This design comes from an exercise in tuning for small area and a short achievable clock period on the open sky130 flow, not from production work. RTL that was checked went through simulation tests only; none was proved equivalent to the original. No activity file was given, so power comes from the tool's default toggle rates.

// RegistroALU
module RegistroALU #(parameter N=16)
(
	clk, rst, Z_in, Y_in, mode_in, btn_change_in,
	segA_out, segB_out, segD_out, aritm_out_out
);
Size: about 67 flip-flops, ~16,000 um2 of cells after synthesis.
Settings: LEC_CHECK=0, ABC_AREA=1, CAP_MARGIN=20, CORE_MARGIN=2, CORE_UTILIZATION=40, SLEW_MARGIN=20; clock period 55.0 ns.
standard.sh (not shown) runs the stock make flow with config.mk's settings and CLKGATE_MAP_FILE= SYNTH_SCRIPT=/design/flow/synth_recipe.tcl, a recipe that flattens the netlist after the stock synthesis.
==> flow/flow/run.sh <==
#!/bin/bash
# Standard layout, with repair_timing aiming for 40 ns of setup slack at the design's period.
set -euo pipefail
bash standard.sh SETUP_SLACK_MARGIN=40 finish > layout.log 2>&1
The baseline produced a clean layout.
Change:
==> flow/flow/run.sh (replaced) <==
#!/bin/bash
# Standard layout, with repair_timing aiming for 37 ns of setup slack at the design's period.
set -euo pipefail
bash standard.sh SETUP_SLACK_MARGIN=37 finish > layout.log 2>&1
Setup slack gains 0.25 ns.
Via count shrinks by 4.9%.
Global-route usage falls by 2.5 points.
Final area drops by 9.1%.
Die area is unchanged.
Clock skew is about the same.
Non-clock buffer count came out lower by 137.
No run of this note included a check of the RTL's function; only the layout flow was run.

---

== the reference run ==
Another version of the RTL of RegistroALU (not shown whole).
For scale: about 2700 cells after synthesis, about 65 flip-flops, about 75 I/O pins.
export LEC_CHECK = 0
export ABC_AREA = 1
export CAP_MARGIN = 20
export CORE_MARGIN = 2
export CORE_UTILIZATION = 40
export SLEW_MARGIN = 20
create_clock -name core_clock -period 55.0 [get_ports {clk}]
==> flow/flow/run.sh <==
#!/bin/bash
# Standard layout, with repair_timing aiming for 37 ns of setup slack at the design's period.
set -euo pipefail
bash standard.sh SETUP_SLACK_MARGIN=37 finish > layout.log 2>&1
### the reference run -> the trial run
==> flow/run.sh (new file) <==
#!/bin/bash
# synth_recipe.tcl (not shown) runs the flow's synth.tcl, then flattens the netlist and writes it again
# the make line also repeats each setting of config.mk as NAME=value (left out here)
make -C /OpenROAD-flow-scripts/flow DESIGN_CONFIG=/design/flow/config.mk WORK_HOME=/design/flow/orfs CLKGATE_MAP_FILE= SYNTH_SCRIPT=/design/flow/synth_recipe.tcl finish
removed: flow/flow/run.sh
removed: flow/standard.sh
## What came out
Via count, the reference run and the trial run: smaller value in the trial run. Post-layout instance area down about 5.5% in the trial run wrt the reference run. From the reference run to the trial run, clock sink count did not move at all. Multi-input logic portion of the cell area: the trial run higher than the reference run. Compared to the reference run, the trial run reaches a lower achievable clock. Summary of the trial run over the reference run: share of the cycle needed by the critical path after routing saw an increase; layout overhead on the synthesized area saw a decrease; largest vdd supply drop saw an increase; combinational fraction of design power went down 1.3 points; sequential power share now sits higher. The trial run vs the reference run, origin of the worst setup path: registroIn.Y_q[6] vs Y_in[10].

---

## v6
Another version of the RTL of RegistroALU (not shown whole).
Size in the first run: roughly 2800 cells after synthesis, roughly 65 flip-flops, about 75 I/O pins.
Settings: LEC_CHECK=0, ABC_AREA=1, CAP_MARGIN=20, CORE_MARGIN=2, CORE_UTILIZATION=60, SLEW_MARGIN=20; clock period 55.0 ns.
==> flow/flow/run.sh <==
#!/bin/bash
# Standard layout, with repair_timing asked for more setup slack than the period needs.
set -euo pipefail
bash standard.sh SETUP_SLACK_MARGIN=40 finish > layout.log 2>&1
The flow did not stop early for v6: all stages ran, and the layout cleared the timing, design-rule and antenna checks.
Inputs modified between v6 and v7:
==> flow/flow/run.sh <==
#!/bin/bash
# The standard layout with two changes: the synthesized netlist's combinational
# cells go back to x1 before the floorplan (downsize.tcl), and timing repair is
# asked for MARGIN ns of setup slack at the design's period, so that it sizes
# and buffers the real critical paths. Each tool's output goes to a log here.
set -euo pipefail
MARGIN=40
bash standard.sh synth > synth.log 2>&1
RESULTS=orfs/results/sky130hd/RegistroALU/base openroad -no_init -exit flow/downsize.tcl > downsize.log 2>&1
bash standard.sh SETUP_SLACK_MARGIN=$MARGIN finish > layout.log 2>&1
==> flow/flow/downsize.tcl (new file) <==
# Sets every combinational cell of the synthesized netlist to the lowest drive
# strength of its kind (x1), undoing the sizing that synthesis did for a timing
# view that does not know the design's input and output delays. The layout's
# own timing repair then sizes up what the real critical paths need.
# Flip-flops are left as synthesis made them.
set results $::env(RESULTS)
read_db $results/1_synth.odb
set db [ord::get_db]
set block [ord::get_db_block]
set n 0
foreach inst [$block getInsts] {
  set name [[$inst getMaster] getName]
  if {![regexp {^(sky130_fd_sc_hd__[a-z0-9]+)_([0-9]+)$} $name -> base drive]} { continue }
  if {[regexp {df|dl|sdf|edf|conb|tap|fill|decap|clkbuf|clkinv|lpflow|probe} $base]} { continue }
  if {$drive <= 1} { continue }
  set m [$db findMaster ${base}_1]
  if {$m == "NULL"} { continue }
  $inst swapMaster $m
  incr n
}
puts "downsized $n cells"
write_db $results/1_synth.odb
--- outcome ---
- v7 was carried through to the last stage, and its layout satisfied the timing, design-rule and antenna checks.
- NOTE final area v6->v7 decreased by a little under 10%
- v7 ends up with a routed length on met2 that is 8.0% lower than in v6.
- Diff v6 -> v7: area growth from synthesis to layout rose 5.9 points, data arrival time of the worst path fell 0.08 ns, total power after layout fell about 10%.

---

Setup of lane 1:
RegistroALU, a different RTL version from the one above (not shown whole).
For scale: about 65 flip-flops, roughly 75 I/O pins, ~16,000 µm² of cells after synthesis.
Settings: LEC_CHECK=0, ABC_AREA=1, CAP_MARGIN=20, CORE_MARGIN=2, CORE_UTILIZATION=40, SLEW_MARGIN=20; clock period 55.0 ns.
==> flow/flow/run.sh <==
#!/bin/bash
# Standard layout, with repair_timing asked for more setup slack than the period needs.
set -euo pipefail
bash standard.sh SETUP_SLACK_MARGIN=39 finish > layout.log 2>&1
Edits applied to the flow inputs when going from lane 1 to lane 2:
==> flow/flow/run.sh <==
#!/bin/bash
# Standard layout, with repair_timing asked for more setup slack than the period needs.
set -euo pipefail
bash standard.sh SETUP_SLACK_MARGIN=40 finish > layout.log 2>&1
==> results.txt <==
[compare] base=lane 1 new=lane 2: initial core utilization closely matched the old numbers, count of port buffers added during placement closely matched the old numbers, first-iteration DRC count increased by 249 relative to the old numbers.
Of lane 1 and lane 2, the lower first-pass GRT wire length belongs to lane 1.
Run comparison: lane 2 critical path capture point registroIn.R_q[15]; lane 1 critical path capture point registroIn.rem_q[4]
Side by side, non-clock buffer count in the final layout turned out higher in lane 2 than in lane 1.
Relative to lane 1, final area has gone up in lane 2.
Diff lane 1 and lane 2: via count lower in lane 1
Of lane 1 and lane 2, lane 1 shows the lower net count reported at finish, with lane 2 above it.
The proportion of power drawn by the clock network of lane 2 falls short of that of lane 1 by 0.6 points.
Total internal power delta (lane 2 − lane 1): unfavourable
Lane 2 vs lane 1: overall power up by a little under 10%

---

Another version of the RTL of RegistroALU (not shown whole).
For scale: about 65 flip-flops, roughly 17000 µm² of cells after synthesis.
export LEC_CHECK = 0
export ABC_AREA = 1
export CAP_MARGIN = 20
export CORE_MARGIN = 2
export CORE_UTILIZATION = 40
export SLEW_MARGIN = 20
create_clock -name core_clock -period 55.0 [get_ports {clk}]
==> flow/flow/run.sh <==
#!/bin/bash
# Standard layout, with repair_timing asked for more setup slack than the period needs.
set -euo pipefail
bash standard.sh SETUP_SLACK_MARGIN=41 finish > layout.log 2>&1
Rerun with:
==> flow/flow/run.sh (replaced) <==
#!/bin/bash
# Standard layout, with repair_timing asked for more setup slack than the period needs.
set -euo pipefail
bash standard.sh SETUP_SLACK_MARGIN=40 finish > layout.log 2>&1
The changed run completed without violations.
Wire length is lower by 7.5%.
Setup slack loses 550 ps.
Die area is unchanged.

---

== oak ==
RegistroALU, a different RTL version from the one above (not shown whole).
Size in the first run: about 2800 cells after synthesis, ~75 I/O pins, roughly 0.015 sq mm of cells after synthesis.
export LEC_CHECK = 0
export ABC_AREA = 1
export CAP_MARGIN = 20
export CORE_MARGIN = 2
export CORE_UTILIZATION = 70
export SLEW_MARGIN = 20
create_clock -name core_clock -period 55.0 [get_ports {clk}]
==> flow/flow/run.sh <==
#!/bin/bash
# The standard layout with two changes: the synthesized netlist's combinational
# cells go back to x1 before the floorplan (downsize.tcl), and timing repair is
# asked for MARGIN ns of setup slack at the design's period, so that it sizes
# and buffers the real critical paths. Each tool's output goes to a log here.
set -euo pipefail
MARGIN=40
bash standard.sh synth > synth.log 2>&1
RESULTS=orfs/results/sky130hd/RegistroALU/base openroad -no_init -exit flow/downsize.tcl > downsize.log 2>&1
bash standard.sh SETUP_SLACK_MARGIN=$MARGIN finish > layout.log 2>&1
==> flow/flow/downsize.tcl <==
# Sets every combinational cell of the synthesized netlist to the lowest drive
# strength of its kind (x1), undoing the sizing that synthesis did for a timing
# view that does not know the design's input and output delays. The layout's
# own timing repair then sizes up what the real critical paths need.
# Flip-flops are left as synthesis made them.
set results $::env(RESULTS)
read_db $results/1_synth.odb
set db [ord::get_db]
set block [ord::get_db_block]
set n 0
foreach inst [$block getInsts] {
  set name [[$inst getMaster] getName]
  if {![regexp {^(sky130_fd_sc_hd__[a-z0-9]+)_([0-9]+)$} $name -> base drive]} { continue }
  if {[regexp {df|dl|sdf|edf|conb|tap|fill|decap|clkbuf|clkinv|lpflow|probe} $base]} { continue }
  if {$drive <= 1} { continue }
  set m [$db findMaster ${base}_1]
  if {$m == "NULL"} { continue }
  $inst swapMaster $m
  incr n
}
puts "downsized $n cells"
write_db $results/1_synth.odb
oak has completed all stages; timing, DRC and antenna checks passed.
What pine does differently from oak at the input level:
Settings: a change of CORE_UTILIZATION from 70 to 60.
--- a/flow/flow/run.sh
+++ b/flow/flow/run.sh
@@ -5,5 +5,5 @@
 # and buffers the real critical paths. Each tool's output goes to a log here.
 set -euo pipefail
-MARGIN=40
+MARGIN=39.5
 bash standard.sh synth > synth.log 2>&1
 RESULTS=orfs/results/sky130hd/RegistroALU/base openroad -no_init -exit flow/downsize.tcl > downsize.log 2>&1
==> comparison <==
Comparing pine and oak, total stage count of the critical path is lower on oak. In the reports for pine and oak, the larger count of cells resized by post-cts repair belongs to oak. Via count in pine is about 7% below oak. pine against oak: post-CTS setup repair buffer count now smaller, width of the die now larger, count of inserted antenna diode cells now smaller. [compare] base=oak new=pine: first-pass GRT wire length went down, worst hold margin went down. Total power in pine is 35 uW lower than in oak. Looking at fraction of area in non-clock buffers across pine and oak, the one that comes out higher is oak.
diff inputs: pine => birch
Settings: putting TNS_END_PERCENT at 30 where nothing was set.
--- a/flow/flow/run.sh
+++ b/flow/flow/run.sh
@@ -5,5 +5,5 @@
 # and buffers the real critical paths. Each tool's output goes to a log here.
 set -euo pipefail
-MARGIN=39.5
+MARGIN=40
 bash standard.sh synth > synth.log 2>&1
 RESULTS=orfs/results/sky130hd/RegistroALU/base openroad -no_init -exit flow/downsize.tcl > downsize.log 2>&1
birch vs pine, cell at the slowest stage of the critical path: sky130_fd_sc_hd__clkdlybuf4s50_1 vs sky130_fd_sc_hd__clkinv_1
birch vs. pine: detailed-routing iteration count for the pre-antenna-repair pass went down by 3; smallest hold slack -4.1 ps; total power now larger; power share of the clock group essentially unchanged.

[separate check: timing with driven ports]
The flow's constraints put no driver on any port. The routed layouts listed below were extracted and timed again, unchanged, in two steps.
Step 1, drivers: a clkbuf_16 drives clk and a buf_2 each remaining input, both assumed.
Step 2 also shifts input and output timing later by t, the mid clock arrival at the registers, as if the neighbouring blocks saw the same clock.
a / b / c = ideal / step 1 / step 2; a / b = the first two.
| run | shift t [ns] | slack for setup (ns) | clock arrival spread, ns |
|---|---|---|---|
| the first run of note 1 | 0.394 | 35.177 / 35.193 / 34.799 | 0.010 / 0.009 |
| the second run of note 1 | 0.388 | 35.426 / 35.432 / 35.044 | 0.008 / 0.008 |
| the reference run | 0.417 | 37.170 / 37.185 / 36.767 | 0.014 / 0.015 |
| the trial run | 0.416 | 33.152 / 33.152 / 33.152 | 0.013 / 0.013 |
| v6 | 0.392 | 40.292 / 40.244 / 40.040 | 0.006 / 0.006 |
| v7 | 0.374 | 40.365 / 40.321 / 40.100 | 0.008 / 0.008 |
| lane 1 | 0.381 | 39.270 / 39.289 / 38.908 | 0.014 / 0.014 |
| lane 2 | 0.380 | 39.557 / 39.557 / 39.177 | 0.012 / 0.012 |
| the first run of note 5 | 0.385 | 40.800 / 40.751 / 40.811 | 0.010 / 0.010 |
| the second run of note 5 | 0.383 | 40.253 / 40.207 / 40.054 | 0.006 / 0.007 |
| oak | 0.384 | 40.153 / 40.105 / 39.940 | 0.011 / 0.011 |
| pine | 0.378 | 39.821 / 39.844 / 39.466 | 0.015 / 0.015 |
| birch | 0.376 | 40.231 / 40.253 / 39.877 | 0.012 / 0.012 |
After both steps setup and hold are still met in every run listed. For the reference run, which loses most, drivers alone change the setup slack by +0.015 ns; drivers and shift together by -0.403 ns.
